This design comes from an exercise in tuning for small area, a short achievable clock period and few clock cycles per item on the open sky130 flow, not from production work. RTL that was checked went through simulation tests only; none was proved equivalent to the original. Only the layout flow was run in runs 5 to 7; the RTL was not checked for function there. Power figures rest on the tool's default switching activity, not on a simulated workload.

===== flow/config.mk =====
export PLATFORM = sky130hd
export DESIGN_NAME = fpadder
export DESIGN_NICKNAME = fpadder
export VERILOG_FILES = /design/flow/design.v
export SDC_FILE = /design/flow/constraint.sdc
export NUM_CORES = 4
export LEC_CHECK = 0
export ABC_AREA = 1
export CAP_MARGIN = 20
export CORE_MARGIN = 2
export CORE_UTILIZATION = 50
export CTS_BUF_LIST = sky130_fd_sc_hd__clkbuf_8
export PLACE_DENSITY = 0.8
export SLEW_MARGIN = 20
export TNS_END_PERCENT = 0

===== flow/design.v =====
module fpadder (output logic [31:0] sum, output logic ready,
                input logic [31:0] a, input logic clock, nreset);
    logic [1:0] state;
    always_ff @(posedge clock, negedge nreset)
        if (!nreset) state <= 2'b00;
        else         state <= {state[1] ^ state[0], state[1] | ~state[0]};
    assign ready = state[1] & state[0];
    logic load;
    assign load = state[1] & ~state[0];
    logic [31:0] n;
    always_ff @(posedge clock) n <= a;
    function automatic logic less(input logic [31:0] x, input logic [31:0] y);
        logic [31:0] g, p;
        g = ~x & y;
        p = ~x | y;
        for (int w = 1; w < 32; w = w * 2)
            for (int j = 0; j + w < 32; j += 2 * w) begin
                g[j + 2*w - 1] = g[j + 2*w - 1] | (p[j + 2*w - 1] & g[j + w - 1]);
                p[j + 2*w - 1] = p[j + 2*w - 1] & p[j + w - 1];
            end
        less = g[31];
    endfunction
    function automatic logic [4:0] lzc32(input logic [31:0] x);
        logic [15:0] z1, c1;
        logic [7:0]  z2;
        logic [7:0][1:0] c2;
        logic [3:0]  z3;
        logic [3:0][2:0] c3;
        logic [1:0]  z4;
        logic [1:0][3:0] c4;
        for (int i = 0; i < 16; i++) begin
            z1[i] = ~x[2*i+1] & ~x[2*i];
            c1[i] = ~x[2*i+1];
        end
        for (int i = 0; i < 8; i++) begin
            z2[i] = z1[2*i+1] & z1[2*i];
            c2[i] = z1[2*i+1] ? {1'b1, c1[2*i]} : {1'b0, c1[2*i+1]};
        end
        for (int i = 0; i < 4; i++) begin
            z3[i] = z2[2*i+1] & z2[2*i];
            c3[i] = z2[2*i+1] ? {1'b1, c2[2*i]} : {1'b0, c2[2*i+1]};
        end
        for (int i = 0; i < 2; i++) begin
            z4[i] = z3[2*i+1] & z3[2*i];
            c4[i] = z3[2*i+1] ? {1'b1, c3[2*i]} : {1'b0, c3[2*i+1]};
        end
        lzc32 = z4[1] ? {1'b1, c4[0]} : {1'b0, c4[1]};
    endfunction
    function automatic logic [24:0] add25(input logic [24:0] x, input logic [24:0] y, input logic ci);
        logic [25:0] g, p, h;
        g = {x & y, ci};
        p = {x | y, 1'b0};
        h = {x ^ y, 1'b0};
        for (int k = 0; k < 5; k++)
            for (int i = 0; i < 26; i++)
                if ((i >> k) & 1) begin
                    g[i] = g[i] | (p[i] & g[((i >> k) << k) - 1]);
                    p[i] = p[i] & p[((i >> k) << k) - 1];
                end
        add25 = h[25:1] ^ g[24:0];
    endfunction
    logic [7:0]  em, en;
    logic [22:0] fm, fn;
    logic        sm, sn;
    assign {sm, em, fm} = a;
    assign {sn, en, fn} = n;
    logic nan_m, nan_n, inf_m, inf_n, sg, ege, flip;
    logic [8:0]  dmn;
    logic [7:0]  dnm, d;
    logic [23:0] bg, sml, shifted;
    logic [24:0] s1;
    logic        nan1, inf1, sign1;
    logic [7:0]  exp1;
    always_comb begin
        nan_m = (em == 8'hff) & (fm != 0);
        nan_n = (en == 8'hff) & (fn != 0);
        inf_m = (em == 8'hff) & (fm == 0);
        inf_n = (en == 8'hff) & (fn == 0);
        sg    = (sm == sn);
        dmn   = {1'b0, em} - {1'b0, en};
        dnm   = en - em;
        ege   = ~less({24'b0, em}, {24'b0, en});
        d     = ege ? dmn[7:0] : dnm;
        bg    = ege ? {1'b1, fm} : {1'b1, fn};
        sml   = ege ? {1'b1, fn} : {1'b1, fm};
        shifted = (d[7:5] != 0) ? 24'b0 : (sml >> d[4:0]);
        flip  = ~sg & (em == en) & (fm < fn);
        s1    = add25({1'b0, bg} ^ {25{flip}}, {1'b0, shifted} ^ {25{~sg & ~flip}}, ~sg);
        exp1  = ege ? em + 8'd1 : en + 8'd1;    
        sign1 = (ege & ~flip) ? sm : sn;
        nan1  = nan_m | nan_n;
        inf1  = (inf_m | inf_n) & ~(inf_m & inf_n & ~sg);
    end
    logic [24:0] s;
    logic [7:0]  e;      
    logic        sgn, nan, inf;
    always_ff @(posedge clock)
        if (load) begin
            s   <= s1;
            e   <= exp1;
            sgn <= sign1;
            nan <= nan1;
            inf <= inf1;
        end
    logic [4:0]  lz;
    logic [24:0] norm;
    logic [31:0] x0, x1, x2, x3, x4, x5;
    logic [7:0]  eo;
    logic        zero, ovf;
    always_comb begin
        lz   = lzc32({s, 7'b1000000});
        x0 = {s, 7'b0};
        x1 = lz[4] ? {x0[15:0], 16'b0} : x0;
        x2 = lz[3] ? {x1[23:0], 8'b0} : x1;
        x3 = lz[2] ? {x2[27:0], 4'b0} : x2;
        x4 = lz[1] ? {x3[29:0], 2'b0} : x3;
        x5 = lz[0] ? {x4[30:0], 1'b0} : x4;
        norm = x5[31:7];
        eo   = e - {3'b0, lz};
        zero = (s == 0) | (s[24] & (e == 8'h01) & (s[22:0] == 0));
        ovf  = s[24] & (e == 8'hff);
        if (nan)             sum = 32'h7fffffff;
        else if (inf | ovf)  sum = {sgn, 8'hff, 23'h0};
        else if (zero)       sum = 32'h0;
        else                 sum = {sgn, eo, norm[23:1]};
    end
endmodule

===== flow/constraint.sdc =====
create_clock -name core_clock -period 20.0 [get_ports {clock}]
set_input_delay 4.0000 -clock core_clock [delete_from_list [all_inputs] [get_ports {clock}]]
set_output_delay 4.0000 -clock core_clock [all_outputs]
set_load 0.01 [all_outputs]

===== flow/standard.sh =====
#!/bin/bash
# synth_recipe.tcl (not shown) runs the flow's synth.tcl, then flattens the netlist and writes it again
# the make line also repeats each setting of config.mk as NAME=value (left out here)
make -C /OpenROAD-flow-scripts/flow DESIGN_CONFIG=/design/flow/config.mk WORK_HOME=/design/flow/orfs CLKGATE_MAP_FILE= SYNTH_SCRIPT=/design/flow/synth_recipe.tcl "${@:-finish}"

===== flow/flow/run.sh =====
#!/bin/bash
# Standard ORFS flow (the standard.sh, run unchanged) with these changes
# to how the layout is made, passed as make variables:
#  - ADDER_MAP_FILE= : synthesis leaves adders as plain gates for ABC to map
#    (no extraction into ripple chains of full/half adder cells);
#  - SETUP_SLACK_MARGIN : repair_timing is asked to leave a setup margin, so
#    it shortens the critical path well below the clock period;
#  - BUFFER_PORTS_ARGS : the port buffers use a plain buffer cell instead of
#    the delay cell that buffer_ports picks by default.
# All tool output goes to standard.log and ORFS's own logs under orfs/logs.
set -uo pipefail
bash standard.sh SETUP_SLACK_MARGIN=12.25 "BUFFER_PORTS_ARGS=-buffer_cell sky130_fd_sc_hd__buf_1" ADDER_MAP_FILE= finish > standard.log 2>&1

==> results of run 1 <==
[where the power goes]
| group | switching, W | internal, W | leakage (nW) |
|---|---|---|---|
| Sequential | 0.00000398 | 0.000163 | 0.613 |
| Clock | 0.0000646 | 0.0000590 | 0.100 |
| Combinational | 0.000218 | 0.000106 | 3.82 |
[flip-flops by register name, summed over array words and instances, names as in the netlist]
register,flops
sgn,1
state,2
nan,1
inf,1
n,32
s,25
e,8
[cells in the mapped netlist, drive strengths merged]
library cell / count
o211ai: 5
nand3b: 10
and2: 2
inv: 166
o22ai: 10
dfxtp: 32
edfxtp: 36
clkinv: 2
a22o: 1
o21ai: 146
mux2i: 4
o2111ai: 1
nor3: 14
o221ai: 2
o21a: 2
a31oi: 8
a211oi: 1
or2: 8
nor4: 15
nand3: 246
dfrtp: 2
a22oi: 1
nand2: 492
nand2b: 1
xnor2: 24
a41oi: 1
xor2: 42
a21oi: 50
nand4: 15
clkbuf: 19
maj3: 2
buf: 37
a21o: 5
nor2: 119
a21boi: 3
[metal layers]
layer  share of wire (%)  track usage, %  up-vias
li1                    -               -     5170
met1                  44           34.12     4452
met2                  45           42.69      392
met3                 6.1           3.318       75
met4                 5.0           13.25        2
met5               0.051               0        -
[cell type report]
cell class	instances	share of cell area, %
clock inverters	7	0.8419
flip-flops and latches	70	18.34
repair buffers	95	4.818
well taps	225	2.914
repair inverters	1	0.07771
clock buffers	9	1.282
inverters	168	6.864
multi-input cells	1239	64.86
[per-stage QoR]
| stage | hold WS [ps] | area, um^2 | total power, W | cells |
|---|---|---|---|---|
| after detailed placement | 485.2 | 9002 | 0.0004751 | 1761 |
| final | 505.4 | 9661 | 0.0006146 | 1814 |
| after global placement | 476.3 | 9002 | 0.0004703 | 1761 |
| after global routing | 526.5 | 9661 | 0.0006640 | 1814 |
| after CTS | 498.0 | 9304 | 0.0005998 | 1782 |
| after floorplan | 460.4 | 8757 | 0.0004253 | 1524 |
[worst max-delay path: stages (launching register included)]
cell and delay, ps:
edfxtp_1 430, nor2_2 120, inv_1 60, nor3_1 140
inv_1 120, nor2_4 180, clkinvlp_4 170, nor2_4 180
nand2_2 110, nand2_4 130, or2_2 110, nand2_1 80
o21ai_2 170, inv_1 80, o21ai_2 130, nand3_1 100
nand2_1 90, nand3_1 90, nand2_1 100, nor2_2 50
nand2_1 60, inv_1 50, nand2_1 50, nand2_1 50
o21ai_1 110, buf_1 150
[worst paths after layout]
check / start / to / slack [ps] / depth (start not counted)
worst max register to register: n[29] / s[19] / 16030 / 25
worst min register to register: state[1] / state[1] / 510 / 1
max in group asynchronous: nreset / state[1] / 16500 / 1
min in group asynchronous: nreset / state[0] / 3380 / 1
worst min-delay path: state[1] / state[1] / 510 / 1
worst max-delay path: s[22] / sum[30] / 12530 / 25
[kinds of logic after synthesis]
group	Yosys count	synth area share [%]
and+or+nand+nor	922	47.11
AOI/OAI and AO/OA	236	14.62
buffers and inverters	224	10.76
DFF	70	20.23
xor gates and xnor gates	66	6.601
muxes	4	0.4572
adders and majority gates	2	0.2286
[repair_timing]
item	CTS	global route
buffers inserted	4	23
gates resized for setup	13	33
setup endpoints to repair	52	27
gates cloned	1	9
pin swaps	3	8
==> flow_summary_export.csv, run 1 <==
group,metric,value,unit
outcome,status,"timing/DRC/antenna clean",
route,viasPerCell,5.563,
layout,drive_gt1_share,9.566,%
sta,rsz0062_at_grt,"true",
die,fp.coreArea,17240,um^2
power,vdd_drop_max,52.16,uV
layout,antenna_cells,0,
place,dp_hpwl,18810,um
route,drt_iter0_markers,837,
route,vias,10090,
layout,synthToLayoutAreaGrowth,10.32,%
clock_tree,insertion_delay,390,ps
logic_synthesis,synth_area,8757,um^2
clock_tree,clockRootBuffer,"clkbuf_8",
sta,post-route-period-util,37.37,%
route,wl_per_cell,14.09,um
layout,layout.nets,1618,
logic_synthesis,netlist_instances,1524,
grt,grt_max_degree,92,
critical_path,cp-start-kind,"flip-flop",
critical_path,end_kind,"primary output",
grt,grt_pass1_vias,8541,
logic_synthesis,ys_seq_area_share,20.23,%
sta,finalHoldViolCount,0,
sta,finalMaxSlewViolations,0,
layout,multi_input_area,6266,um^2
die,die_h,136.3,um
route,wl,25560,um
sta,setup_tns,0,ps
sta,max_slew.worst_pin.slew,883.0,ps
grt,antenna_found_initial,1,
clock_tree,cts_made_buffers,9,
grt,track_usage,26.23,%
logic_synthesis,syn_avg_cell_area,5.746,um^2
layout,nFillCells,1756,
clock_tree,clock-sinks,70,
power,p_leak,4.529,nW
sta,skew,29.66,ps
sta,setup_viol,0,
clock_tree,cts_hold_buf,0,
clock_tree,ctsLongestPathBuffers,2,
die,die_area,18590,um^2
place,post-place-ws,11180,ps
clock_tree,clkTransAtPathRegs,90,ps
critical_path,worstSetupPathType,"reg -> out",
power,pwr_density_cell,63.62,nW/um^2
sta,max_freq,0.1338,GHz
critical_path,critPathMaxFanout,7,
logic_synthesis,ys_ff_latch,70,
logic_synthesis,synth_warnings,1,
route,ant_nets,0,
grt,gr-total-overflow,0,
clock_tree,cts_tree,"built",
die,num_io_pins,67,
die,start_util,50.81,%
sta,slew_headroom,40.91,%
die,fp-row-count,48,
route,drc,0,
critical_path,cp.arrival,3470,ps
route,firstDrtPassIters,6,
place,routabilityCongestion,0.9624,
place,numPortBuffers,66,
layout,layout_commonest_cell,"nand2_1",
layout,layout_common_cells,"463 x nand2_1, 240 x nand3_1, 142 x inv_1",
logic_synthesis,synth.net_count,1558,
grt,grt_pass1_wl,39650,um
hold_path,hp-class,"reg -> reg",
sta,period_needed,7475,ps
run,cap_violations,0,
logic_synthesis,synth_top_area_share,20.10,%
clock_tree,htree_levels,3,
sta,finalWorstSetupSlack,12530,ps
logic_synthesis,synth.distinct_cells,55,
logic_synthesis,synth_top_area_cell,"nand2_1",
layout,seqCellArea,1772,um^2
critical_path,critPathRequiredTime,16000,ps
die,die_w,136.3,um
layout,final_util,56.05,%
logic_synthesis,yosys-top-cells-area,"nand2_1 20%, nand3_1 14%, edfxtp_1 12%",
Testbench counts, summed over its fixed seeds: cycles 9,600, items 3,200.
==> inputs of run 2 (changes only) <==
--- a/flow/config.mk
+++ b/flow/config.mk
@@ -11,4 +11,5 @@
 export CORE_UTILIZATION = 50
 export CTS_BUF_LIST = sky130_fd_sc_hd__clkbuf_8
+export GPL_ROUTABILITY_DRIVEN = 0
 export PLACE_DENSITY = 0.8
 export SLEW_MARGIN = 20
==> run 2 against run 1 <==
Compared with the run above:
- fmax fell by 0.62%
- final area fell by 1.2%
- synthesized cell count did not move
- sequential cell count did not move
- combinational power barely moved
- register-to-register slack got worse by 60 ps
- critical endpoint unchanged
- highest routed layer is now met4
==> flow_summary_export.csv, run 2 <==
group,metric,value,unit
outcome,status,"timing/DRC/antenna clean",
layout,antenna_cells,0,
logic_synthesis,yosys-top-cells-area,"nand2_1 20%, nand3_1 14%, edfxtp_1 12%",
layout,reg.largest.list,"n x32, s x25, e x8",
layout,layout_common_cells,"466 x nand2_1, 240 x nand3_1, 142 x inv_1",
grt,grt_pass1_vias,8726,
layout,synthToLayoutAreaGrowth,8.973,%
grt,grt_pass1_wl,40050,um
place,numPortBuffers,66,
sta,holdWs,499.7,ps
sta,setup_tns,0,ps
die,die_h,136.3,um
critical_path,crit_family,"simple AND/OR/NAND/NOR gates",
logic_synthesis,synthArstFlopShare,2.857,%
logic_synthesis,synth_top_area_cell,"nand2_1",
critical_path,cpPeakStageDelay,410,ps
layout,multi_input_area,6216,um^2
sta,max_slew.worst_pin.slew,880.1,ps
grt,antenna_found_initial,0,
clock_tree,cts_tree,"built",
logic_synthesis,synth_area,8757,um^2
critical_path,crit_top_cell,"nand2_1",
clock_tree,clkTransAtPathRegs,80,ps
clock_tree,clockRootBuffer,"clkbuf_8",
route,drt_iter0_markers,911,
grt,grt_max_degree,47,
critical_path,path_buf_inv,6,
die,fp-row-count,48,
layout,drive_gt1_share,8.233,%
power,pwr_density_cell,64.12,nW/um^2
critical_path,slowest_stage,"edfxtp_1",
layout,seqCellArea,1772,um^2
grt,gr-total-overflow,0,
sta,slew_headroom,41.11,%
route,ant_nets,0,
die,die_area,18590,um^2
logic_synthesis,synth_warnings,1,
route,wl_per_cell,13.98,um
power,p_leak,4.471,nW
sta,period_needed,7521,ps
clock_tree,ctsLongestPathBuffers,2,
route,vias,10270,
sta,rsz0062_at_grt,"true",
run,cap_violations,0,
logic_synthesis,synth.distinct_cells,55,
power,vdd_drop_max,43.48,uV
clock_tree,clock-sinks,70,
critical_path,critPathMaxFanout,5,
logic_synthesis,ys_seq_area_share,20.23,%
logic_synthesis,synth_top_area_share,20.10,%
sta,finalHoldViolCount,0,
critical_path,crit_end,"sum[30]",
critical_path,rr_worst_depth,25,
route,wl,25220,um
sta,post-route-period-util,37.60,%
critical_path,regToRegEndpoint,"s[20]",
critical_path,crit_start,"s[22]",
die,start_util,50.81,%
sta,setup_viol,0,
critical_path,critPathRequiredTime,16000,ps
clock_tree,insertion_delay,380,ps
grt,track_usage,26.31,%
clock_tree,htree_levels,3,
sta,max_freq,0.1330,GHz
route,firstDrtPassIters,8,
logic_synthesis,syn_avg_cell_area,5.746,um^2
sta,skew,17.07,ps
logic_synthesis,ys_ff_latch,70,
critical_path,cp.arrival,3520,ps
layout,layout_commonest_cell,"nand2_1",
die,fp.coreArea,17240,um^2
logic_synthesis,synth-edff-count,36,
route,viasPerCell,5.690,
critical_path,cp.depth,25,
hold_path,hp-class,"reg -> reg",
logic_synthesis,synth.net_count,1558,
layout,top_register,"n",
logic_synthesis,ys.flop_type,"edfxtp_1",
critical_path,worstSetupPathType,"reg -> out",
layout,largest_reg_flops,32,
critical_path,end_kind,"primary output",
logic_synthesis,synthTopCellsByCount,"469 x nand2_1, 241 x nand3_1, 144 x inv_1, 137 x o21ai_0, 109 x nor2_1",
layout,nFillCells,1688,
logic_synthesis,synth_most_common_cell,"nand2_1",
logic_synthesis,netlist_instances,1524,
critical_path,cp-start-kind,"flip-flop",
clock_tree,cts_made_buffers,9,
route,drc,0,
critical_path,r2r_setup_slack,15970,ps
layout,layout.nets,1608,
die,die_w,136.3,um
die,num_io_pins,67,
place,dp_hpwl,18370,um
critical_path,r2r-start,"n[29]",
sta,finalMaxSlewViolations,0,
run 2: metal layers:
metal / part of all wire, % / track usage [%]
met1: 42 / 33.92
met5: 0 / 0
met2: 44 / 44.03
met4: 4.7 / 10.24
met3: 8.7 / 4.213
run 2: final cells by class:
cell class | count | share of cell area [%]
clock buffer | 9 | 1.298
multi-input combinational | 1238 | 65.14
clock inverter | 7 | 0.8391
tap | 225 | 2.950
sequential | 70 | 18.57
inverter | 168 | 6.975
timing repair buffer | 85 | 4.091
timing repair inverter | 2 | 0.1442
run 2: worst min path at each step:
stage / from / cells past startpoint / endpoint / slack [ps]
3_3_place_gp: state[1] / 1 / state[1] / 470
6_report: state[1] / 1 / state[1] / 500
2_1_floorplan: state[1] / 1 / state[1] / 460
4_1_cts: state[1] / 1 / state[1] / 510
3_5_place_dp: state[1] / 1 / state[1] / 490
5_1_grt: state[1] / 1 / state[1] / 520
run 2: power breakdown:
part	switching, W	internal (W)	total (W)	leakage [nW]
Clock	0.0000616	0.0000590	0.000121	0.0968
Sequential	0.00000403	0.000163	0.000167	0.613
Combinational	0.000219	0.000105	0.000324	3.76
Total	0.000284	0.000328	0.000612	4.47
run 2: timing repair:
action                     in CTS  in global routing
pin swaps                       3                  9
resized for setup              14                 19
setup endpoints to repair      51                 31
buffers inserted                2                 15
hold buffers                    0                  0
cloned                          2                  8
run 2: cell families after synthesis:
family | share of synthesized area [%]
flip-flops | 20.23
adder cells (fa/ha/maj) | 0.2286
multiplexers | 0.4572
AND/OR/NAND/NOR | 47.11
XOR/XNOR | 6.601
AO/OA/AOI/OAI | 14.62
buffers and inverters | 10.76
run 2: per-stage QoR:
| stage | instances | power, W | utilization, % | instance area (um^2) | setup slack (ps) |
|---|---|---|---|---|---|
| after detailed placement | 1761 | 0.0004758 | 52.23 | 9002 | 11370 |
| after floorplan | 1524 | 0.0004253 | - | 8757 | 13150 |
| after global placement | 1761 | 0.0004692 | 52.23 | 9002 | 11540 |
| final | 1804 | 0.0006119 | 55.36 | 9543 | 12480 |
| after global routing | 1804 | 0.0006610 | 55.36 | 9543 | 12200 |
| after CTS | 1781 | 0.0005990 | 53.97 | 9303 | 12210 |
==> inputs of run 3 (changes only) <==
--- a/flow/flow/run.sh
+++ b/flow/flow/run.sh
@@ -10,3 +10,3 @@
 # All tool output goes to standard.log and ORFS's own logs under orfs/logs.
 set -uo pipefail
-bash standard.sh SETUP_SLACK_MARGIN=12.25 "BUFFER_PORTS_ARGS=-buffer_cell sky130_fd_sc_hd__buf_1" ADDER_MAP_FILE= finish > standard.log 2>&1
+bash standard.sh SETUP_SLACK_MARGIN=12.0 "BUFFER_PORTS_ARGS=-buffer_cell sky130_fd_sc_hd__buf_1" ADDER_MAP_FILE= finish > standard.log 2>&1
--- a/flow/config.mk
+++ b/flow/config.mk
@@ -11,6 +11,4 @@
 export CORE_UTILIZATION = 50
 export CTS_BUF_LIST = sky130_fd_sc_hd__clkbuf_8
-export GPL_ROUTABILITY_DRIVEN = 0
-export PLACE_DENSITY = 0.8
 export SLEW_MARGIN = 20
 export TNS_END_PERCENT = 0
==> run 3 against run 2 <==
Compared with the run above:
- hold slack gained 5.3 ps
- clock power is 3% higher
- sequential share of layout area rose by 0.20 points
- clock skew rose by 14 ps
- core utilization shrank 0.58 points
- routed wire length rose by 6.2%
- register-to-register slack got worse by 170 ps
==> flow_summary_export.csv, run 3 <==
group,metric,value,unit
outcome,status,"timing/DRC/antenna clean",
grt,track_usage,27.79,%
die,fp-row-count,48,
clock_tree,clkTransAtPathRegs,90,ps
die,num_io_pins,67,
sta,period_needed,7658,ps
power,vdd_drop_max,32.95,uV
die,fp.coreArea,17240,um^2
route,vias,9840,
layout,nFillCells,1889,
sta,max_freq,0.1306,GHz
logic_synthesis,synth_warnings,1,
logic_synthesis,synth_top_area_share,20.10,%
grt,grt_pass1_wl,41300,um
place,post-place-ws,11480,ps
critical_path,end_kind,"primary output",
logic_synthesis,ys_seq_area_share,20.23,%
grt,grt_pass1_vias,8434,
die,die_w,136.3,um
sta,setup_tns,0,ps
die,die_area,18590,um^2
sta,slew_headroom,31.57,%
place,routabilityCongestion,0.9052,
critical_path,crit_family,"simple AND/OR/NAND/NOR gates",
critical_path,cp.arrival,3660,ps
route,drt_iter0_markers,805,
layout,seqCellArea,1772,um^2
critical_path,worstSetupPathType,"reg -> out",
grt,antenna_found_initial,0,
logic_synthesis,synth.net_count,1558,
sta,post-route-period-util,38.29,%
clock_tree,cts_tree,"built",
grt,grt_max_degree,92,
power,switching_share,46.91,%
route,ant_nets,0,
logic_synthesis,synthArstFlopShare,2.857,%
critical_path,cp-start-kind,"flip-flop",
layout,top_register,"n",
place,numPortBuffers,66,
sta,finalHoldViolCount,0,
power,power.share.sequential,27.3,%
logic_synthesis,synth_most_common_cell,"nand2_1",
power,p_leak,4.432,nW
route,wl_per_cell,14.94,um
clock_tree,insertion_delay,400,ps
clock_tree,clockRootBuffer,"clkbuf_8",
critical_path,critPathMaxFanout,10,
layout,reg.largest.list,"n x32, s x25, e x8",
critical_path,path_buf_inv,7,
power,pwr-share-comb,52.3,%
layout,layout_commonest_cell,"nand2_1",
logic_synthesis,ys.flop_type,"edfxtp_1",
sta,skew,31.36,ps
run,cap_violations,0,
hold_path,hp-class,"reg -> reg",
critical_path,crit_top_cell,"nand2_1",
layout,layout_common_cells,"464 x nand2_1, 241 x nand3_1, 142 x inv_1",
logic_synthesis,synth_top_area_cell,"nand2_1",
power,clkPwrFrac,20.4,%
layout,synthToLayoutAreaGrowth,7.830,%
clock_tree,ctsLongestPathBuffers,2,
layout,layout.nets,1597,
sta,finalMaxSlewViolations,0,
die,start_util,50.81,%
route,drc,0,
clock_tree,cts_made_buffers,9,
logic_synthesis,synth.distinct_cells,55,
sta,rsz0062_at_grt,"true",
die,die_h,136.3,um
logic_synthesis,synthTopCellsByCount,"469 x nand2_1, 241 x nand3_1, 144 x inv_1, 137 x o21ai_0, 109 x nor2_1",
critical_path,slowest_stage,"edfxtp_1",
layout,antenna_cells,0,
logic_synthesis,synth_area,8757,um^2
critical_path,cpPeakStageDelay,430,ps
power,p_int,0.0003259,W
place,dp_hpwl,20420,um
critical_path,critPathRequiredTime,16000,ps
route,firstDrtPassIters,5,
power,pwr_density_cell,65.00,nW/um^2
grt,gr-total-overflow,0,
sta,max_slew.worst_pin.slew,1023,ps
logic_synthesis,ys_ff_latch,70,
layout,multi_input_area,6192,um^2
clock_tree,clock-sinks,70,
logic_synthesis,netlist_instances,1524,
logic_synthesis,syn_avg_cell_area,5.746,um^2
logic_synthesis,yosys-top-cells-area,"nand2_1 20%, nand3_1 14%, edfxtp_1 12%",
sta,finalWorstSetupSlack,12340,ps
route,viasPerCell,5.488,
sta,setup_viol,0,
clock_tree,htree_levels,3,
layout,largest_reg_flops,32,
logic_synthesis,synth-edff-count,36,
power,power.net_switching,0.0002879,W
route,wl,26780,um
layout,drive_gt1_share,7.589,%
[run 3: layer usage]
metal	track usage (%)	part of all wire (%)	vias to the layer above
met4	11.05	3.9	0
met3	3.356	4.7	61
met5	0	0	-
met1	37.47	46	4390
met2	45.17	45	275
li1	-	-	5114
[run 3: power by group through the flow]
stage,registers [W],logic [W],clock network [W]
floorplan,0.000170,0.000256,0
global placement,0.000171,0.000308,0
detailed placement,0.000171,0.000310,0
CTS,0.000167,0.000311,0.000128
global route,0.000168,0.000364,0.000134
finish,0.000168,0.000321,0.000125
[run 3: final cells by class]
type,instances,area share (%)
timing repair inverter,1,0.05300
timing repair buffer,77,3.525
inverter,168,6.970
clock inverter,7,0.8215
tap,225,2.981
sequential,70,18.76
multi-input combinational,1236,65.58
clock buffer,9,1.312
[run 3: per-stage QoR]
stage,instance area [um^2],total power [W],util (%),cells,hold slack [ps]
6_report,9443,0.0006138,54.78,1793,505.0
5_1_grt,9443,0.0006669,54.78,1793,519.1
4_1_cts,9249,0.0006063,53.66,1778,500.6
3_5_place_dp,9007,0.0004802,52.26,1761,487.9
3_3_place_gp,9007,0.0004785,52.26,1761,478.1
2_1_floorplan,8757,0.0004253,-,1524,460.4
[run 3: timing repair]
item,in CTS,in global routing
buffers inserted,1,7
pin swaps,1,5
endpoints found under the setup margin,41,32
hold buffers,0,0
gates cloned,0,8
gates resized for setup,8,23
[run 3: path summary, 6_finish.rpt]
kind	startpoint	endpoint	slack, ps	cells after the start
setup / recovery	s[21]	sum[30]	12340	26
hold / removal	state[1]	state[1]	500	1
setup reg to reg	n[29]	s[21]	15800	25
hold reg to reg	state[1]	state[1]	500	1
max in group asynchronous	nreset	state[0]	16500	1
min in group asynchronous	nreset	state[1]	3380	1
[run 3: cells by family after synthesis]
| kind of cell | synth area share, % |
|---|---|
| AO/OA/AOI/OAI | 14.62 |
| XOR/XNOR | 6.601 |
| adder cells (fa/ha/maj) | 0.2286 |
| buffers and inverters | 10.76 |
| flip-flops | 20.23 |
| multiplexers | 0.4572 |
| AND/OR/NAND/NOR | 47.11 |
[run 3: worst reg2reg max path: cells and delay by family (launching register included)]
| family | cells | cell delay, ps |
|---|---|---|
| buffers and inverters | 3 | 440 |
| DFF | 1 | 400 |
| AOI/OAI and AO/OA | 1 | 380 |
| and+or+nand+nor | 21 | 2680 |
==> inputs of run 4 (changes only) <==
--- a/flow/flow/run.sh
+++ b/flow/flow/run.sh
@@ -10,3 +10,3 @@
 # All tool output goes to standard.log and ORFS's own logs under orfs/logs.
 set -uo pipefail
-bash standard.sh SETUP_SLACK_MARGIN=12.0 "BUFFER_PORTS_ARGS=-buffer_cell sky130_fd_sc_hd__buf_1" ADDER_MAP_FILE= finish > standard.log 2>&1
+bash standard.sh SETUP_SLACK_MARGIN=12.5 "BUFFER_PORTS_ARGS=-buffer_cell sky130_fd_sc_hd__buf_1" ADDER_MAP_FILE= finish > standard.log 2>&1
==> run 4 against run 3 <==
Compared with the run above:
- clock skew decreased by 2.9 ps
- sequential power about the same
- clock power about the same
- critical path type unchanged
- critical endpoint is now sum[28]
- largest power group unchanged
==> flow_summary_export.csv, run 4 <==
group,metric,value,unit
critical_path,slowest_stage,"edfxtp_1",
sta,skew,28.43,ps
hold_path,hp-class,"reg -> reg",
critical_path,path_buf_inv,5,
sta,finalMaxSlewViolations,0,
layout,largest_reg_flops,32,
route,wl_per_cell,15.39,um
route,drc,0,
route,viasPerCell,5.522,
grt,antenna_found_initial,0,
critical_path,r2r_setup_slack,16060,ps
die,die_w,136.3,um
clock_tree,insertion_delay,390,ps
die,die_h,136.3,um
hold_path,min-delay-start,"state[1]",
grt,track_usage,29.95,%
critical_path,rr_worst_depth,27,
sta,setup_tns,0,ps
logic_synthesis,synth_top_area_share,20.10,%
place,dpl_cell_area,9007,um^2
critical_path,crit_family,"simple AND/OR/NAND/NOR gates",
die,fp-row-count,48,
layout,synthToLayoutAreaGrowth,11.42,%
layout,layout_commonest_cell,"nand2_1",
logic_synthesis,synthTopCellsByCount,"469 x nand2_1, 241 x nand3_1, 144 x inv_1, 137 x o21ai_0, 109 x nor2_1",
grt,grt_max_degree,46,
sta,rsz0062_at_grt,"true",
sta,finalHoldViolCount,0,
route,wl,27930,um
die,start_util,50.81,%
clock_tree,ctsLongestPathBuffers,2,
power,pwr_density_cell,63.71,nW/um^2
logic_synthesis,netlist_instances,1524,
logic_synthesis,synth_most_common_cell,"nand2_1",
logic_synthesis,synth_top_area_cell,"nand2_1",
power,pwr-share-comb,53.1,%
place,dp_hpwl,20420,um
critical_path,regToRegEndpoint,"s[21]",
place,numPortBuffers,66,
clock_tree,clockRootBuffer,"clkbuf_8",
grt,grt_pass1_vias,8761,
sta,max_freq,0.1342,GHz
logic_synthesis,synthArstFlopShare,2.857,%
power,power.net_switching,0.0002934,W
clock_tree,cts_hold_buf,0,
layout,drive_gt1_share,10.50,%
run,cap_violations,0,
power,p_leak,4.569,nW
logic_synthesis,synth.distinct_cells,55,
sta,slew_headroom,32.03,%
hold_path,holdPathStages,1,
route,drt_iter0_markers,752,
power,vdd_drop_max,35.01,uV
critical_path,cpPeakStageDelay,420,ps
clock_tree,clock-sinks,70,
layout,reg.largest.list,"n x32, s x25, e x8",
sta,finalWorstSetupSlack,12550,ps
power,power,0.0006216,W
layout,fin_area,9757,um^2
grt,gr-total-overflow,0,
layout,top_register,"n",
sta,setup_viol,0,
clock_tree,cts_tree,"built",
logic_synthesis,synth_area,8757,um^2
layout,layout_common_cells,"459 x nand2_1, 238 x nand3_1, 141 x inv_1",
sta,period_needed,7453,ps
route,firstDrtPassIters,8,
logic_synthesis,yosys-top-cells-area,"nand2_1 20%, nand3_1 14%, edfxtp_1 12%",
critical_path,end_kind,"primary output",
layout,antenna_cells,0,
route,ant_nets,0,
critical_path,r2r-start,"n[29]",
logic_synthesis,synth-edff-count,36,
clock_tree,htree_levels,3,
place,routabilityCongestion,0.9052,
die,num_io_pins,67,
layout,nFillCells,1865,
power,clkPwrFrac,19.9,%
place,post-place-ws,11480,ps
critical_path,cp.arrival,3450,ps
power,power.share.sequential,27.0,%
critical_path,critPathRequiredTime,16000,ps
route,vias,10020,
logic_synthesis,synth.net_count,1558,
die,fp.coreArea,17240,um^2
hold_path,hold-path-endpoint,"state[1]",
critical_path,crit_start,"s[16]",
logic_synthesis,ys.flop_type,"edfxtp_1",
logic_synthesis,ys_seq_area_share,20.23,%
layout,layout.nets,1619,
sta,post-route-period-util,37.26,%
outcome,status,"timing/DRC/antenna clean",
logic_synthesis,ys_ff_latch,70,
critical_path,critPathMaxFanout,5,
clock_tree,cts_made_buffers,9,
power,p_int,0.0003282,W
sta,max_slew.worst_pin.slew,1016,ps
logic_synthesis,synth_warnings,1,
critical_path,cp_cell_sequence,"nor2_2, nand3_2, nor4_4, inv_1, nor2_4, buf_6, nand2_4, nand2_4, or2_2, nand2_2, o21ai_2, inv_1, o21ai_2, nand3_2, nand2_2, nand3_2, nand2_2, nor2_2, buf_4, o21ai_0, nand2_1, buf_1",
critical_path,cp-start-kind,"flip-flop",
clock_tree,clkTransAtPathRegs,90,ps
power,switching_share,47.21,%
die,die_area,18590,um^2
logic_synthesis,syn_avg_cell_area,5.746,um^2
grt,grt_pass1_wl,44070,um
critical_path,worstSetupPathType,"reg -> out",
run 4: cell type report:
| type | instances | area [um^2] | share of cell area (%) |
|---|---|---|---|
| clock buffers | 9 | 123.9 | 1.270 |
| multi-input cells | 1239 | 6349 | 65.07 |
| clock inverters | 7 | 77.57 | 0.7951 |
| repair buffers | 95 | 467.9 | 4.796 |
| repair inverters | 2 | 16.27 | 0.1667 |
| flip-flops and latches | 70 | 1772 | 18.16 |
| well taps | 225 | 281.5 | 2.885 |
| inverters | 168 | 669.4 | 6.861 |
run 4: cell families (layout without fill, tap and decap cells):
| family | Yosys count | after routing | share of synthesized area [%] |
|---|---|---|---|
| and+or+nand+nor | 922 | 931 | 47.11 |
| adders and majority gates | 2 | 2 | 0.2286 |
| buffers and inverters | 224 | 281 | 10.76 |
| DFF | 70 | 70 | 20.23 |
| xor gates and xnor gates | 66 | 66 | 6.601 |
| AOI/OAI and AO/OA | 236 | 236 | 14.62 |
| muxes | 4 | 4 | 0.4572 |
run 4: timing repair:
action / 4_1_cts / 5_1_grt
cloned: 9 / 4
resized for setup: 23 / 48
endpoints found under the setup margin: 54 / 46
setup buffers: 11 / 14
pin swaps: 8 / 17
run 4: how the worst max path moves through the flow:
stage / cells after the start / to
global route: 24 / sum[30]
CTS: 24 / sum[30]
detailed placement: 23 / s[20]
floorplan: 25 / sum[30]
finish: 22 / sum[28]
global placement: 25 / sum[30]
run 4: per-layer routing:
layer | vias to the layer above | GRT usage (%) | wire length, um
li1 | 5168 | - | -
met1 | 4458 | 39.61 | 12390
met2 | 323 | 49.50 | 12850
met3 | 73 | 3.840 | 1462
met4 | 0 | 11.86 | 1228
met5 | - | 0 | 0
run 4: stage by stage:
step                      util [%]  hold WS (ps)  cells
final                        56.61         505.8   1815
after global routing         56.61         519.2   1815
after CTS                    54.84         500.6   1797
after detailed placement     52.26         487.9   1761
after global placement       52.26         478.1   1761
after floorplan                  -         460.4   1524
run 4: worst reg2reg max path, cell delays in order, from the launching register on:
cell	delay [ps]
dfxtp_1	400
inv_2	50
nand2_1	90
nand2_1	150
nor2_4	250
nand3_4	160
nand2_8	220
nand2_1	280
nand2_8	220
inv_6	120
nand3_1	110
nand3_1	170
a21oi_2	270
nand2_1	100
nand2_1	70
nand3_1	120
nand2_1	90
inv_1	40
nand2_1	70
nand2_2	90
nand2_2	90
nand2_4	80
nand2_2	100
nand2_4	90
nand2_1	100
nand2_1	50
nand2_1	60
nand2_1	40
run 4: power by group through the flow:
stage	clock (W)	combinational, W	sequential [W]
6_report	0.000124	0.000330	0.000168
5_1_grt	0.000135	0.000372	0.000168
4_1_cts	0.000128	0.000318	0.000167
3_5_place_dp	0	0.000310	0.000171
3_3_place_gp	0	0.000308	0.000171
2_1_floorplan	0	0.000256	0.000170
==> inputs of run 5 (changes only) <==
--- a/flow/design.v
+++ b/flow/design.v
@@ -52,10 +52,14 @@
         p = {x | y, 1'b0};
         h = {x ^ y, 1'b0};
-        for (int k = 0; k < 5; k++)
-            for (int i = 0; i < 26; i++)
-                if ((i >> k) & 1) begin
-                    g[i] = g[i] | (p[i] & g[((i >> k) << k) - 1]);
-                    p[i] = p[i] & p[((i >> k) << k) - 1];
-                end
+        for (int k = 1; k <= 16; k = k * 2)
+            for (int i = 2 * k - 1; i < 26; i += 2 * k) begin
+                g[i] = g[i] | (p[i] & g[i - k]);
+                p[i] = p[i] & p[i - k];
+            end
+        for (int k = 16; k >= 1; k = k / 2)
+            for (int i = 3 * k - 1; i < 26; i += 2 * k) begin
+                g[i] = g[i] | (p[i] & g[i - k]);
+                p[i] = p[i] & p[i - k];
+            end
         add25 = h[25:1] ^ g[24:0];
     endfunction
==> run 5 against run 4 <==
Compared with the run above:
- first-iteration DRC count down 0.27%
- largest cell class unchanged
- still clean
- global-route usage up 0.10 points
- count of clock-buffer cells in the layout unchanged
- die area down 1.9%
==> flow_summary_export.csv, run 5 <==
group,metric,value,unit
critical_path,worstSetupPathType,"reg -> out",
critical_path,cp.arrival,3490,ps
layout,largest_reg_flops,32,
critical_path,cpPeakStageDelay,440,ps
sta,slew_headroom,38.32,%
logic_synthesis,ys_ff_latch,70,
logic_synthesis,yosys-top-cells-area,"nand2_1 19%, nand3_1 14%, edfxtp_1 13%",
critical_path,slowest_stage,"edfxtp_1",
critical_path,r2r_setup_slack,15970,ps
die,fp-row-count,47,
logic_synthesis,synth_area,8583,um^2
critical_path,end_kind,"primary output",
logic_synthesis,ys_seq_area_share,20.64,%
clock_tree,cts_tree,"built",
logic_synthesis,synthTopCellsByCount,"428 x nand2_1, 242 x nand3_1, 136 x inv_1, 133 x o21ai_0, 113 x nor2_1",
clock_tree,ctsLongestPathBuffers,2,
logic_synthesis,synth_top_area_cell,"nand2_1",
logic_synthesis,synth-edff-count,36,
sta,finalWorstSetupSlack,12510,ps
layout,antenna_cells,0,
grt,grt_pass1_vias,8795,
route,ant_nets,0,
logic_synthesis,synth_top_area_share,18.72,%
logic_synthesis,synth.distinct_cells,50,
layout,layout_common_cells,"421 x nand2_1, 239 x nand3_1, 133 x inv_1",
logic_synthesis,synthArstFlopShare,2.857,%
route,vias,9994,
die,die_w,135.0,um
route,viasPerCell,5.627,
sta,setup_viol,0,
sta,period_needed,7493,ps
die,start_util,51.39,%
route,wl,27620,um
route,firstDrtPassIters,6,
layout,reg.largest.list,"n x32, s x25, e x8",
layout,drive_gt1_share,12.28,%
critical_path,crit_top_cell,"buf_4",
die,num_io_pins,67,
grt,gr-total-overflow,0,
grt,grt_pass1_wl,43980,um
die,fp.coreArea,16700,um^2
sta,finalMaxSlewViolations,0,
sta,setup_tns,0,ps
sta,max_freq,0.1335,GHz
grt,track_usage,30.05,%
critical_path,critPathMaxFanout,14,
critical_path,path_buf_inv,11,
logic_synthesis,synth_warnings,1,
clock_tree,htree_levels,3,
sta,post-route-period-util,37.46,%
layout,layout.nets,1585,
power,pwr_density_cell,62.61,nW/um^2
clock_tree,clkTransAtPathRegs,100,ps
layout,layout_commonest_cell,"nand2_1",
logic_synthesis,syn_avg_cell_area,5.811,um^2
place,numPortBuffers,66,
run,cap_violations,0,
route,wl_per_cell,15.55,um
die,die_area,18230,um^2
power,vdd_drop_max,39.34,uV
layout,top_register,"n",
sta,rsz0062_at_grt,"true",
place,routabilityCongestion,0.9564,
critical_path,critPathRequiredTime,16000,ps
hold_path,hp-class,"reg -> reg",
place,dp_hpwl,19820,um
critical_path,cp-start-kind,"flip-flop",
sta,finalHoldViolCount,0,
clock_tree,insertion_delay,390,ps
place,post-place-ws,10950,ps
clock_tree,clockRootBuffer,"clkbuf_8",
die,die_h,135.0,um
logic_synthesis,netlist_instances,1477,
sta,skew,31.39,ps
layout,synthToLayoutAreaGrowth,14.64,%
grt,antenna_found_initial,0,
logic_synthesis,synth.net_count,1511,
power,p_leak,4.563,nW
clock_tree,cts_made_buffers,9,
route,drc,0,
outcome,status,"timing/DRC/antenna clean",
sta,max_slew.worst_pin.slew,921.8,ps
critical_path,cp_cell_sequence,"nor2_2, inv_2, nor3_2, inv_1, nor2_2, buf_6, inv_6, nor2_4, buf_6, o21ai_1, nand2_1, buf_4, buf_4, buf_4, buf_4, bufbuf_16, o21ai_0, o21ai_0, o21ai_0, o21ai_1, buf_1",
grt,grt_max_degree,45,
logic_synthesis,ys.flop_type,"edfxtp_1",
critical_path,crit_family,"buffers and inverters",
logic_synthesis,synth_most_common_cell,"nand2_1",
route,drt_iter0_markers,750,
clock_tree,clock-sinks,70,
[run 5: cell types whose count changed after synthesis, moves of 4 or more]
cell and change:
nand3b_1 -6, inv_1 -8, nor2_1 +4, o21ai_0 -4
o21ai_2 +4, nand4_1 +4, xnor2_1 +10, inv_2 +5
a21oi_1 -8, nand2_1 -41
[run 5: path summary, 6_finish.rpt]
kind,startpoint,to,depth (start not counted)
setup reg to reg,n[26],s[22],29
hold / removal,state[1],state[1],1
setup / recovery,s[21],sum[13],21
hold reg to reg,state[1],state[1],1
max in group asynchronous,nreset,state[0],1
min in group asynchronous,nreset,state[1],1
[run 5: cells by family after synthesis]
group | share of synthesized area (%)
multiplexers | 0.5831
AO/OA/AOI/OAI | 14.81
XOR/XNOR | 8.076
flip-flops | 20.64
adder cells (fa/ha/maj) | 0.1166
AND/OR/NAND/NOR | 45.32
buffers and inverters | 10.45
[run 5: report_power, final]
part           switching (W)  internal (W)
Sequential        0.00000368      0.000165
Clock              0.0000678     0.0000489
Combinational       0.000221      0.000110
[run 5: timing repair]
| item | in CTS | in global routing |
|---|---|---|
| hold buffers | 0 | 0 |
| pin swaps | 12 | 18 |
| gates resized for setup | 42 | 73 |
| endpoints found under the setup margin | 56 | 46 |
| cloned | 10 | 3 |
| buffers inserted | 23 | 12 |
[run 5: metal layers]
| metal | vias to the layer above | share of wire (%) | global-route usage (%) |
|---|---|---|---|
| met5 | - | 0 | 0 |
| met4 | 0 | 4.4 | 11.52 |
| met3 | 77 | 5.6 | 3.941 |
| met2 | 347 | 47 | 51.44 |
| met1 | 4505 | 43 | 38.57 |
| li1 | 5065 | - | - |
[run 5: final cells by class]
type,instances,area [um^2]
tap,220,275.3
sequential,70,1772
inverter,161,649.4
timing repair buffer,109,639.4
clock buffer,9,123.9
clock inverter,7,67.56
fill,1775,6862
multi-input combinational,1200,6312
[run 5: stage by stage]
stage | util [%] | instance area [um^2] | hold slack (ps) | instances | power [W]
5_1_grt | 58.92 | 9839 | 514.6 | 1776 | 0.0006633
3_3_place_gp | 53.07 | 8864 | 482.4 | 1712 | 0.0004723
4_1_cts | 56.98 | 9517 | 502.9 | 1761 | 0.0006015
6_report | 58.92 | 9839 | 499.1 | 1776 | 0.0006160
3_5_place_dp | 53.12 | 8871 | 489.4 | 1712 | 0.0004740
2_1_floorplan | - | 8583 | 460.4 | 1477 | 0.0004203
==> inputs of run 6 (changes only) <==
--- a/flow/flow/run.sh
+++ b/flow/flow/run.sh
@@ -10,3 +10,3 @@
 # All tool output goes to standard.log and ORFS's own logs under orfs/logs.
 set -uo pipefail
-bash standard.sh SETUP_SLACK_MARGIN=12.5 "BUFFER_PORTS_ARGS=-buffer_cell sky130_fd_sc_hd__buf_1" ADDER_MAP_FILE= finish > standard.log 2>&1
+bash standard.sh SETUP_SLACK_MARGIN=12.25 "BUFFER_PORTS_ARGS=-buffer_cell sky130_fd_sc_hd__buf_1" ADDER_MAP_FILE= finish > standard.log 2>&1
--- a/flow/config.mk
+++ b/flow/config.mk
@@ -11,4 +11,6 @@
 export CORE_UTILIZATION = 50
 export CTS_BUF_LIST = sky130_fd_sc_hd__clkbuf_8
+export GPL_ROUTABILITY_DRIVEN = 0
+export PLACE_DENSITY = 0.8
 export SLEW_MARGIN = 20
 export TNS_END_PERCENT = 0
==> run 6 against run 5 <==
Compared with the run above:
- sequential cell count is the same
- cell count decreased by 1.0%
- fmax decreased by 0.41%
- register-to-register slack got worse by 50 ps
- via count grew 0.44%
- non-clock buffer count fell by 19
- highest routed layer unchanged
==> flow_summary_export.csv, run 6 <==
group,metric,value,unit
outcome,status,"timing/DRC/antenna clean",
clock_tree,cts_made_buffers,9,
route,viasPerCell,5.710,
layout,fin_area,9522,um^2
power,p_leak,4.399,nW
route,ant_nets,0,
logic_synthesis,synth-edff-count,36,
logic_synthesis,synth_top_area_cell,"nand2_1",
logic_synthesis,synth.distinct_cells,50,
clock_tree,htree_levels,3,
layout,drive_gt1_share,10.21,%
grt,gr-total-overflow,0,
clock_tree,insertion_delay,380,ps
logic_synthesis,yosys-top-cells-area,"nand2_1 19%, nand3_1 14%, edfxtp_1 13%",
critical_path,cp-start-kind,"flip-flop",
sta,holdWs,492.5,ps
sta,post-route-period-util,37.62,%
logic_synthesis,netlist_instances,1477,
sta,max_slew.worst_pin.slew,914.7,ps
place,dpl_cell_area,8833,um^2
place,numPortBuffers,66,
critical_path,crit_family,"simple AND/OR/NAND/NOR gates",
die,num_io_pins,67,
critical_path,cp_cell_sequence,"nor2_1, nand3_2, nor4_4, inv_2, nor2_4, o21ai_0, nand2_4, xor2_1, nor2_2, a21oi_1, or2_1, a21oi_2, nor2_1, inv_1, nor2_2, nand2_1, inv_1, nor2_1, o21ai_1, clkbuf_2",
run,cap_violations,0,
critical_path,cpPeakStageDelay,420,ps
route,drt_iter0_markers,1035,
logic_synthesis,ys.flop_type,"edfxtp_1",
sta,finalHoldViolCount,0,
critical_path,slowest_stage,"edfxtp_1",
clock_tree,cts_tree,"built",
sta,rsz0062_at_grt,"true",
layout,multi_input_area,6205,um^2
layout,reg.largest.list,"n x32, s x25, e x8",
sta,max_freq,0.1329,GHz
clock_tree,clock-sinks,70,
layout,top_register,"n",
clock_tree,ctsLongestPathBuffers,2,
grt,grt_pass1_wl,40210,um
sta,slew_headroom,38.58,%
place,dp_hpwl,17940,um
die,die_area,18230,um^2
layout,nFillCells,1627,
layout,seqCellArea,1772,um^2
critical_path,cp.arrival,3520,ps
logic_synthesis,syn_avg_cell_area,5.811,um^2
logic_synthesis,synthTopCellsByCount,"428 x nand2_1, 242 x nand3_1, 136 x inv_1, 133 x o21ai_0, 113 x nor2_1",
grt,track_usage,26.62,%
grt,antenna_found_initial,0,
clock_tree,clockRootBuffer,"clkbuf_8",
logic_synthesis,ys_ff_latch,70,
route,firstDrtPassIters,7,
logic_synthesis,synth_most_common_cell,"nand2_1",
logic_synthesis,synth_top_area_share,18.72,%
sta,finalMaxSlewViolations,0,
logic_synthesis,synthArstFlopShare,2.857,%
route,wl_per_cell,14.36,um
critical_path,critPathMaxFanout,8,
die,die_h,135.0,um
grt,grt_max_degree,45,
die,fp.coreArea,16700,um^2
sta,period_needed,7524,ps
critical_path,crit_top_cell,"nor2_1",
layout,synthToLayoutAreaGrowth,10.93,%
route,vias,10040,
sta,setup_viol,0,
route,drc,0,
grt,grt_pass1_vias,8525,
logic_synthesis,synth.net_count,1511,
logic_synthesis,ys_seq_area_share,20.64,%
critical_path,path_buf_inv,4,
layout,layout_common_cells,"423 x nand2_1, 240 x nand3_1, 135 x inv_1",
layout,largest_reg_flops,32,
route,wl,25250,um
critical_path,worstSetupPathType,"reg -> out",
critical_path,critPathRequiredTime,16000,ps
sta,skew,16.50,ps
power,pwr_density_cell,63.01,nW/um^2
sta,setup_tns,0,ps
layout,antenna_cells,0,
die,fp-row-count,47,
layout,layout.nets,1567,
layout,layout_commonest_cell,"nand2_1",
die,die_w,135.0,um
logic_synthesis,synth_warnings,1,
hold_path,hp-class,"reg -> reg",
clock_tree,clkTransAtPathRegs,80,ps
die,start_util,51.39,%
power,vdd_drop_max,40.23,uV
logic_synthesis,synth_area,8583,um^2
critical_path,end_kind,"primary output",
-- run 6: cell counts after synthesis --
Identical to the previous run, type by type.
-- run 6: what timing repair did --
item | 4_1_cts | 5_1_grt
setup endpoints to repair | 55 | 30
gates resized for setup | 20 | 41
setup buffers | 5 | 17
cloned | 6 | 6
hold buffers | 0 | 0
pin swaps | 6 | 10
hold endpoints to repair | 0 | 0
-- run 6: final timing paths --
| path | startpoint | to | slack (ps) | cells past startpoint |
|---|---|---|---|---|
| min in group asynchronous | nreset | state[1] | 3390 | 1 |
| min reg2reg | state[1] | state[1] | 490 | 1 |
| min | state[1] | state[1] | 490 | 1 |
| max | s[16] | sum[30] | 12480 | 20 |
| max reg2reg | n[30] | s[24] | 15920 | 28 |
| max in group asynchronous | nreset | state[0] | 16490 | 1 |
-- run 6: cell families after synthesis --
| family | after synthesis | share of synthesized area [%] |
|---|---|---|
| AO/OA/AOI/OAI | 229 | 14.81 |
| XOR/XNOR | 77 | 8.076 |
| adder cells (fa/ha/maj) | 1 | 0.1166 |
| buffers and inverters | 218 | 10.45 |
| flip-flops | 70 | 20.64 |
| multiplexers | 5 | 0.5831 |
| AND/OR/NAND/NOR | 877 | 45.32 |
-- run 6: area by class of cell --
cell class / instances / area share (%)
flip-flops and latches: 70 / 18.61
well taps: 220 / 2.891
multi-input cells: 1201 / 65.16
inverters: 161 / 6.636
clock buffers: 9 / 1.301
repair buffers: 90 / 4.796
clock inverters: 7 / 0.6045
-- run 6: per-stage QoR --
| step | total power (W) | instances | setup WS [ps] | utilization, % |
|---|---|---|---|---|
| 2_1_floorplan | 0.0004203 | 1477 | 13050 | - |
| 3_3_place_gp | 0.0004644 | 1708 | 11230 | 52.89 |
| 3_5_place_dp | 0.0004700 | 1708 | 11020 | 52.89 |
| 4_1_cts | 0.0005840 | 1735 | 12240 | 55.05 |
| 5_1_grt | 0.0006455 | 1758 | 12150 | 57.01 |
| 6_report | 0.0006000 | 1758 | 12480 | 57.01 |
-- run 6: per-layer routing --
layer | track usage, % | up-vias | part of all wire (%)
li1 | - | 5015 | -
met1 | 35.65 | 4356 | 42
met2 | 42.95 | 537 | 44
met3 | 3.604 | 130 | 8.1
met4 | 11.75 | 0 | 5.4
met5 | 0 | - | 0
-- run 6: power breakdown --
| group | leakage, nW | switching [W] | internal [W] | total [W] |
|---|---|---|---|---|
| Sequential | 0.613 | 0.00000364 | 0.000165 | 0.000168 |
| Clock | 0.0824 | 0.0000616 | 0.0000461 | 0.000108 |
| Combinational | 3.70 | 0.000217 | 0.000107 | 0.000324 |
| Total | 4.40 | 0.000282 | 0.000318 | 0.000600 |
==> inputs of run 7 (changes only) <==
--- a/flow/design.v
+++ b/flow/design.v
@@ -52,14 +52,10 @@
         p = {x | y, 1'b0};
         h = {x ^ y, 1'b0};
-        for (int k = 1; k <= 16; k = k * 2)
-            for (int i = 2 * k - 1; i < 26; i += 2 * k) begin
-                g[i] = g[i] | (p[i] & g[i - k]);
-                p[i] = p[i] & p[i - k];
-            end
-        for (int k = 16; k >= 1; k = k / 2)
-            for (int i = 3 * k - 1; i < 26; i += 2 * k) begin
-                g[i] = g[i] | (p[i] & g[i - k]);
-                p[i] = p[i] & p[i - k];
-            end
+        for (int k = 0; k < 5; k++)
+            for (int i = 0; i < 26; i++)
+                if ((i >> k) & 1) begin
+                    g[i] = g[i] | (p[i] & g[((i >> k) << k) - 1]);
+                    p[i] = p[i] & p[((i >> k) << k) - 1];
+                end
         add25 = h[25:1] ^ g[24:0];
     endfunction
@@ -69,5 +65,5 @@
     assign {sm, em, fm} = a;
     assign {sn, en, fn} = n;
-    logic nan_m, nan_n, inf_m, inf_n, sg, ege, flip;
+    logic nan_m, nan_n, inf_m, inf_n, sg, ege, mbig;
     logic [8:0]  dmn;
     logic [7:0]  dnm, d;
@@ -86,11 +82,11 @@
         ege   = ~less({24'b0, em}, {24'b0, en});
         d     = ege ? dmn[7:0] : dnm;
-        bg    = ege ? {1'b1, fm} : {1'b1, fn};
-        sml   = ege ? {1'b1, fn} : {1'b1, fm};
+        mbig  = ~less({1'b0, a[30:0]}, {1'b0, n[30:0]});
+        bg    = mbig ? {1'b1, fm} : {1'b1, fn};
+        sml   = mbig ? {1'b1, fn} : {1'b1, fm};
         shifted = (d[7:5] != 0) ? 24'b0 : (sml >> d[4:0]);
-        flip  = ~sg & (em == en) & (fm < fn);
-        s1    = add25({1'b0, bg} ^ {25{flip}}, {1'b0, shifted} ^ {25{~sg & ~flip}}, ~sg);
+        s1    = add25({1'b0, bg}, {1'b0, shifted} ^ {25{~sg}}, ~sg);
         exp1  = ege ? em + 8'd1 : en + 8'd1;    
-        sign1 = (ege & ~flip) ? sm : sn;
+        sign1 = mbig ? sm : sn;
         nan1  = nan_m | nan_n;
         inf1  = (inf_m | inf_n) & ~(inf_m & inf_n & ~sg);
--- a/flow/flow/run.sh
+++ b/flow/flow/run.sh
@@ -10,3 +10,3 @@
 # All tool output goes to standard.log and ORFS's own logs under orfs/logs.
 set -uo pipefail
-bash standard.sh SETUP_SLACK_MARGIN=12.25 "BUFFER_PORTS_ARGS=-buffer_cell sky130_fd_sc_hd__buf_1" ADDER_MAP_FILE= finish > standard.log 2>&1
+bash standard.sh SETUP_SLACK_MARGIN=12.5 "BUFFER_PORTS_ARGS=-buffer_cell sky130_fd_sc_hd__buf_2" ADDER_MAP_FILE= finish > standard.log 2>&1
--- a/flow/config.mk
+++ b/flow/config.mk
@@ -10,7 +10,4 @@
 export CORE_MARGIN = 2
 export CORE_UTILIZATION = 50
-export CTS_BUF_LIST = sky130_fd_sc_hd__clkbuf_8
-export GPL_ROUTABILITY_DRIVEN = 0
-export PLACE_DENSITY = 0.8
 export SLEW_MARGIN = 20
 export TNS_END_PERCENT = 0
==> run 7 against run 6 <==
Compared with the run above:
- synthesized cell count is 2.1% higher
- sequential share of layout area is 0.71 points lower
- core utilization is 2.7 points higher
==> flow_summary_export.csv, run 7 <==
group,metric,value,unit
outcome,status,"timing/DRC/antenna clean",
clock_tree,insertion_delay,360,ps
logic_synthesis,synth_top_area_cell,"nand2_1",
layout,reg.largest.list,"n x32, s x25, e x8",
layout,fin_area,9898,um^2
layout,largest_reg_flops,32,
die,die_area,18060,um^2
power,switching_share,45.03,%
critical_path,r2r_setup_slack,16070,ps
route,wl,26370,um
logic_synthesis,synth-edff-count,36,
place,routabilityCongestion,0.9209,
route,viasPerCell,5.482,
route,drc,0,
route,wl_per_cell,14.58,um
power,clkPwrFrac,24.4,%
sta,setup_viol,0,
sta,rsz0062_at_grt,"true",
place,numPortBuffers,66,
hold_path,hold-path-endpoint,"state[1]",
critical_path,critPathRequiredTime,16000,ps
logic_synthesis,synth_top_area_share,21.42,%
layout,layout_commonest_cell,"nand2_1",
critical_path,rr_worst_depth,28,
critical_path,r2r-start,"n[25]",
sta,period_needed,7510,ps
grt,grt_max_degree,39,
sta,max_freq,0.1332,GHz
sta,finalWorstSetupSlack,12490,ps
grt,gr-total-overflow,0,
clock_tree,cts_tree,"built",
layout,drive_gt1_share,15.86,%
logic_synthesis,ys_seq_area_share,20.84,%
sta,finalMaxSlewViolations,0,
logic_synthesis,synthTopCellsByCount,"485 x nand2_1, 212 x nand3_1, 163 x inv_1, 131 x o21ai_0, 116 x nor2_1",
logic_synthesis,synth.distinct_cells,54,
logic_synthesis,syn_avg_cell_area,5.636,um^2
sta,finalHoldViolCount,0,
critical_path,cp.arrival,3510,ps
clock_tree,ctsLongestPathBuffers,2,
layout,final_util,59.69,%
power,p_int,0.0003657,W
route,firstDrtPassIters,7,
sta,skew,18.02,ps
logic_synthesis,synth.net_count,1542,
hold_path,min-delay-start,"state[1]",
power,p_leak,4.899,nW
critical_path,regToRegEndpoint,"s[19]",
clock_tree,clkTransAtPathRegs,70,ps
die,num_io_pins,67,
critical_path,cp-start-kind,"flip-flop",
die,start_util,51.25,%
logic_synthesis,yosys-top-cells-area,"nand2_1 21%, edfxtp_1 13%, nand3_1 12%",
die,fp.coreArea,16580,um^2
power,power.net_switching,0.0002996,W
sta,post-route-period-util,37.55,%
power,pwr_density_cell,67.21,nW/um^2
grt,track_usage,29.21,%
layout,layout_common_cells,"475 x nand2_1, 210 x nand3_1, 159 x inv_1",
place,placedCellCount,1745,
logic_synthesis,netlist_instances,1508,
clock_tree,htree_levels,3,
sta,slew_headroom,36.48,%
place,dpl_cell_area,8885,um^2
logic_synthesis,synth_warnings,1,
place,post-place-ws,10930,ps
critical_path,critPathMaxFanout,6,
critical_path,end_kind,"primary output",
layout,top_register,"n",
run,cap_violations,0,
die,die_w,134.4,um
layout,layout.nets,1618,
grt,grt_pass1_wl,42750,um
logic_synthesis,ys_ff_latch,70,
critical_path,worstSetupPathType,"reg -> out",
logic_synthesis,synth_area,8499,um^2
place,dp_hpwl,19710,um
sta,setup_tns,0,ps
hold_path,holdPathStages,1,
layout,antenna_cells,0,
power,vdd_drop_max,41.91,uV
route,ant_nets,0,
power,pwr-share-comb,50.4,%
route,drt_iter0_markers,750,
clock_tree,clockRootBuffer,"clkbuf_16",
die,fp-row-count,47,
layout,fin_cells,1809,
grt,grt_pass1_vias,8715,
logic_synthesis,ys.flop_type,"edfxtp_1",
layout,synthToLayoutAreaGrowth,16.46,%
logic_synthesis,synth_most_common_cell,"nand2_1",
power,power.share.sequential,25.2,%
grt,antenna_found_initial,0,
sta,max_slew.worst_pin.slew,949.2,ps
logic_synthesis,synthArstFlopShare,2.857,%
die,die_h,134.4,um
clock_tree,clock-sinks,70,
clock_tree,cts_made_buffers,9,
hold_path,hp-class,"reg -> reg",
route,vias,9917,
run 7: cell count changes after synthesis, moves of 5 or more:
cell      delta
buf_2       -11
inv_2        -6
or2_2        -5
xor2_1      -13
nor4_1       -5
nand3_1     -30
nand2_1     +57
clkbuf_1     +6
xnor2_1     -21
a21oi_1     +12
inv_1       +27
nand3_2      +5
run 7: area by class of cell:
class                   instances  area, um^2
well taps                     220       275.3
inverters                     186       745.7
fillers                      1779        6685
flip-flops and latches         70        1772
repair buffers                115       777.0
multi-input cells            1202        6032
clock inverters                 6       46.29
clock buffers                  10       250.2
run 7: how the worst max path moves through the flow:
stage               to   from
2_1_floorplan  sum[30]  s[15]
3_3_place_gp     s[22]  a[29]
3_5_place_dp     s[20]  a[28]
4_1_cts        sum[30]  s[22]
5_1_grt        sum[30]  s[22]
6_report       sum[29]  s[20]
run 7: per-stage QoR:
stage                     hold WS, ps  total power, W
after floorplan                 460.4       0.0004287
after global placement          480.8       0.0004858
after detailed placement        493.1       0.0004885
after CTS                       505.7       0.0006584
after global routing            534.4       0.0007182
final                           499.8       0.0006653
run 7: critical path, stage by stage (launching register included):
cell and delay [ps]:
edfxtp_1 420, nor2_1 90, nand2_1 120, nor2_4 40, buf_6 130, a21oi_1 360
nand2_4 110, buf_12 160, buf_12 120, nand2_1 110, nand2_2 100, o21ai_2 110
inv_1 70, nor2_2 130, a21oi_2 50, or2_4 240, a21oi_2 150, a21oi_1 50
inv_1 110, nor2_4 60, nand2_2 80, inv_2 40, o21ai_1 110, nand2_1 50
buf_2 140
run 7: power by group through the flow:
stage	combinational [W]	sequential, W	clock [W]
2_1_floorplan	0.000259	0.000170	0
3_3_place_gp	0.000315	0.000171	0
3_5_place_dp	0.000318	0.000171	0
4_1_cts	0.000325	0.000168	0.000165
5_1_grt	0.000380	0.000168	0.000171
6_report	0.000336	0.000168	0.000162
run 7: logic make-up (layout without fill, tap and decap cells):
kind of cell | Yosys count | after routing | synth area share (%)
compound gates | 245 | 246 | 16.13
xor+xnor | 42 | 42 | 4.328
buf+inv | 241 | 317 | 11.63
flops | 70 | 70 | 20.84
mux | 6 | 6 | 0.7213
simple gates | 904 | 908 | 46.34
run 7: timing repair:
item	CTS	global route
hold buffers	0	0
setup endpoints to repair	56	47
pin swaps	7	17
buffers inserted	11	30
cloned	4	3
resized for setup	31	52
run 7: layer usage:
layer	up-vias	wire length, um	track usage [%]
li1	5093	-	-
met1	4450	11770	38.72
met2	316	12260	47.87
met3	58	1281	3.250
met4	0	1058	13.22
met5	-	0	0

static timing again, ports no longer ideal:
No port has a modelled driver above. Below, the same layouts with a new extraction and two added sets of constraints.
Step 1 sets driving cells, clkbuf_16 on the clock port and buf_2 on the other inputs (assumed; they add their load-dependent delay and slew).
Step 2 moves the port delays by t, midway between the first and last clock arrival at a register: inputs arrive t later, outputs are due t later. That takes back most of the time a late clock gives input paths.
Slacks: no drivers / after step 1 / after step 2; pairs: no drivers / after step 1.
| run | t, ns | setup WS [ns] | pins driven straight from the clock port |
|---|---|---|---|
| run 1 | 0.415 | 12.525 / 12.489 / 12.253 | 1 |
| run 2 | 0.413 | 12.479 / 12.441 / 12.136 | 1 |
| run 3 | 0.427 | 12.342 / 12.298 / 11.967 | 1 |
| run 4 | 0.420 | 12.547 / 12.505 / 12.225 | 1 |
| run 5 | 0.411 | 12.507 / 12.465 / 12.264 | 1 |
| run 6 | 0.403 | 12.476 / 12.439 / 12.148 | 1 |
| run 7 | 0.397 | 12.490 / 12.442 / 12.334 | 1 |
After both steps setup and hold are still met in every run listed. For run 3, which loses most, drivers alone change the setup slack by -0.044 ns; drivers and shift together by -0.375 ns.
